Source: an optimization exercise on an open RTL-to-GDS flow (aim: small area, a short achievable clock period and few clock cycles). Production flows keep margins and buffers that such runs may drop.
The RTL was checked by simulation tests, not by an equivalence proof against the original design.
Power and IR drop assume default switching activity.

== oak ==
Design KANADE32, start of the top module:
module KANADE32(
    input reset_n,
    input clk,
    output [29:0] mem_addr,
    output [31:0] mem_wdata,
    output mem_we,
    input [31:0] mem_rdata
);
reg [29:0] ar;
reg        we;
reg        m_fetch;     
reg [1:0]  flo;         
assign mem_addr = ar;
assign mem_we = we;
assign mem_wdata = w1_res;    
reg        d_valid;     
reg [31:0] dpc4;        
reg        e_valid;
reg [31:0] e_a, e_b;
reg        e_a1, e_b1;   
reg [31:0] e_alt;       
reg [4:0]  e_dst;
reg        e_we;
reg        e_use_imm, e_sub;
reg [2:0]  e_rsel;
reg        e_load, e_store;
reg        e_br, e_pred, e_force, e_jr;
reg        e_k1;        
reg [1:0]  e_cond;      
reg [31:0] w1_res, w2_res;
reg [4:0]  w1_dst, w2_dst;
reg        w1_we, w2_we;
reg        w1_load, w2_load;
localparam R_SUM = 3'd0, R_AND = 3'd1, R_OR = 3'd2, R_XOR = 3'd3,
           R_NOR = 3'd4, R_SLT = 3'd5, R_SLTU = 3'd6, R_B = 3'd7;
wire [31:0] ins = mem_rdata;
wire [5:0] op = ins[31:26];
wire [4:0] rs = ins[25:21];
wire [4:0] rt = ins[20:16];
wire [4:0] rd = ins[15:11];
wire [5:0] fn = ins[5:0];
reg        d_we, d_use_imm, d_sub, d_load, d_store, d_br, d_jmp, d_jr, d_jal;
reg        d_use_rs, d_use_rt;
reg [2:0]  d_rsel;
reg [4:0]  d_dst;
always @* begin
    d_we = 1'b0; d_use_imm = 1'b0; d_sub = 1'b0; d_load = 1'b0; d_store = 1'b0;
    d_br = 1'b0; d_jmp = 1'b0; d_jr = 1'b0; d_jal = 1'b0;
    d_use_rs = 1'b1; d_use_rt = 1'b0;
    d_rsel = R_SUM; d_dst = rt;
    case (op)
        6'h00: begin
            d_dst = rd;
            d_use_rt = 1'b1;
            case (fn)
                6'h20, 6'h21: begin d_we = 1'b1; end
                6'h22, 6'h23: begin d_we = 1'b1; d_sub = 1'b1; end
                6'h24: begin d_we = 1'b1; d_rsel = R_AND; end
                6'h25: begin d_we = 1'b1; d_rsel = R_OR; end
                6'h26: begin d_we = 1'b1; d_rsel = R_XOR; end
                6'h27: begin d_we = 1'b1; d_rsel = R_NOR; end
                6'h2A: begin d_we = 1'b1; d_sub = 1'b1; d_rsel = R_SLT; end
                6'h2B: begin d_we = 1'b1; d_sub = 1'b1; d_rsel = R_SLTU; end
  ...
Size: roughly 5300 cells after synthesis, about 1300 flip-flops, ~97 I/O pins, about 0.062 sq mm of cells after synthesis.
make LEC_CHECK=0 CAP_MARGIN=20 CORE_MARGIN=2 CORE_UTILIZATION=40 CTS_BUF_LIST='sky130_fd_sc_hd__clkbuf_4 sky130_fd_sc_hd__clkbuf_8' PLACE_DENSITY=0.72 SETUP_SLACK_MARGIN=4.0 SLEW_MARGIN=20 finish   # period 8.0 ns
run.sh (not shown) runs the stock make flow with config.mk's settings and CLKGATE_MAP_FILE= SYNTH_SCRIPT=/design/flow/synth_recipe.tcl, a recipe that flattens the netlist after the stock synthesis.
Testbench counts of oak, summed over its fixed seeds: cycles 132,491.
## Diff of input files: maple against oak
--- a/flow/config.mk
+++ b/flow/config.mk
@@ -9,6 +9,4 @@
 export CORE_MARGIN = 2
 export CORE_UTILIZATION = 40
-export CTS_BUF_LIST = sky130_fd_sc_hd__clkbuf_4 sky130_fd_sc_hd__clkbuf_8
-export PLACE_DENSITY = 0.72
 export SETUP_SLACK_MARGIN = 4.0
 export SLEW_MARGIN = 20
### Flow results
- When the final numbers for oak and maple were put side by side, the cell area turned out to be smaller in oak.
- For the maximum cell stage delay along the critical path, maple came in 0.15 ns lower than oak did.
- Between maple and oak, it is maple whose first-pass GRT wire length is higher, by 15000 um.
- oak -> maple: synthesized-area fraction occupied by ao, oa, aoi and oai cells delta 0, exact match
- Going from oak to maple, the utilization was found to have gone up by 1.2 points.
- | synthesized cell count | maple vs oak | ≈ equal |
- Lower count of clock-buffer cells in the layout was reported by maple, not oak.
- Compare oak and maple | number of ordinary and repair buffers in the finished layout lower: oak
- maple against oak: portion of total power attributed to combinational logic -0.2 points; total power after layout increased about 4%.
- maple vs oak: routed wire length up by a few percent

* * *

Starting RTL as in the previous note.
Settings: LEC_CHECK=0, CAP_MARGIN=20, CORE_MARGIN=2, CORE_UTILIZATION=40, CTS_BUF_LIST=sky130_fd_sc_hd__clkbuf_4 sky130_fd_sc_hd__clkbuf_8, SETUP_SLACK_MARGIN=4.0, SLEW_MARGIN=20; clock period 8.0 ns.
Testbench counts at the start, summed over its fixed seeds: cycles 132,491.
==> next run, changes <==
CAP_MARGIN = 10   (was 20)
PLACE_DENSITY = 0.66   (was default)
SLEW_MARGIN = 10   (was 20)
Via count came out higher slightly.
Final cell count hardly moves.
Routed wire length rises slightly.
Die area does not change.
Core utilization increases by 0.14 points.
Clock-buffer cell count goes up by 13.
Combinational power grows by a few percent.

re-timing with driven ports:
Ports are ideal in the flow. The routed layouts listed here were re-timed in OpenROAD.
Step 1 sets driving cells, clkbuf_16 on the clock port and buf_2 on the other inputs (assumed; they add their load-dependent delay and slew).
Step 2, shift: input delay + t, output delay - t, t = (earliest + latest rising clock arrival at the registers) / 2. This alone moves slack from input paths to output paths.
Slacks: ideal / step 1 / step 2; pairs: ideal / step 1.
| run | shift t [ns] | slack for setup (ns) | hold WS [ns] |
|---|---|---|---|
| oak | 1.060 | 3.636 / 3.592 / 2.531 | 0.390 / 0.390 / 0.390 |
| maple | 0.889 | 3.606 / 3.606 / 2.812 | 0.345 / 0.345 / 0.345 |
| the first run of note 2 | 1.071 | 3.663 / 3.663 / 2.882 | 0.363 / 0.363 / 0.363 |
| the second run of note 2 | 1.062 | 3.793 / 3.809 / 2.796 | 0.397 / 0.397 / 0.397 |
After both steps setup and hold are still met in every run listed. The setup slack of oak, which loses most, moves by -0.044 ns with the drivers and by -1.105 ns with both steps.
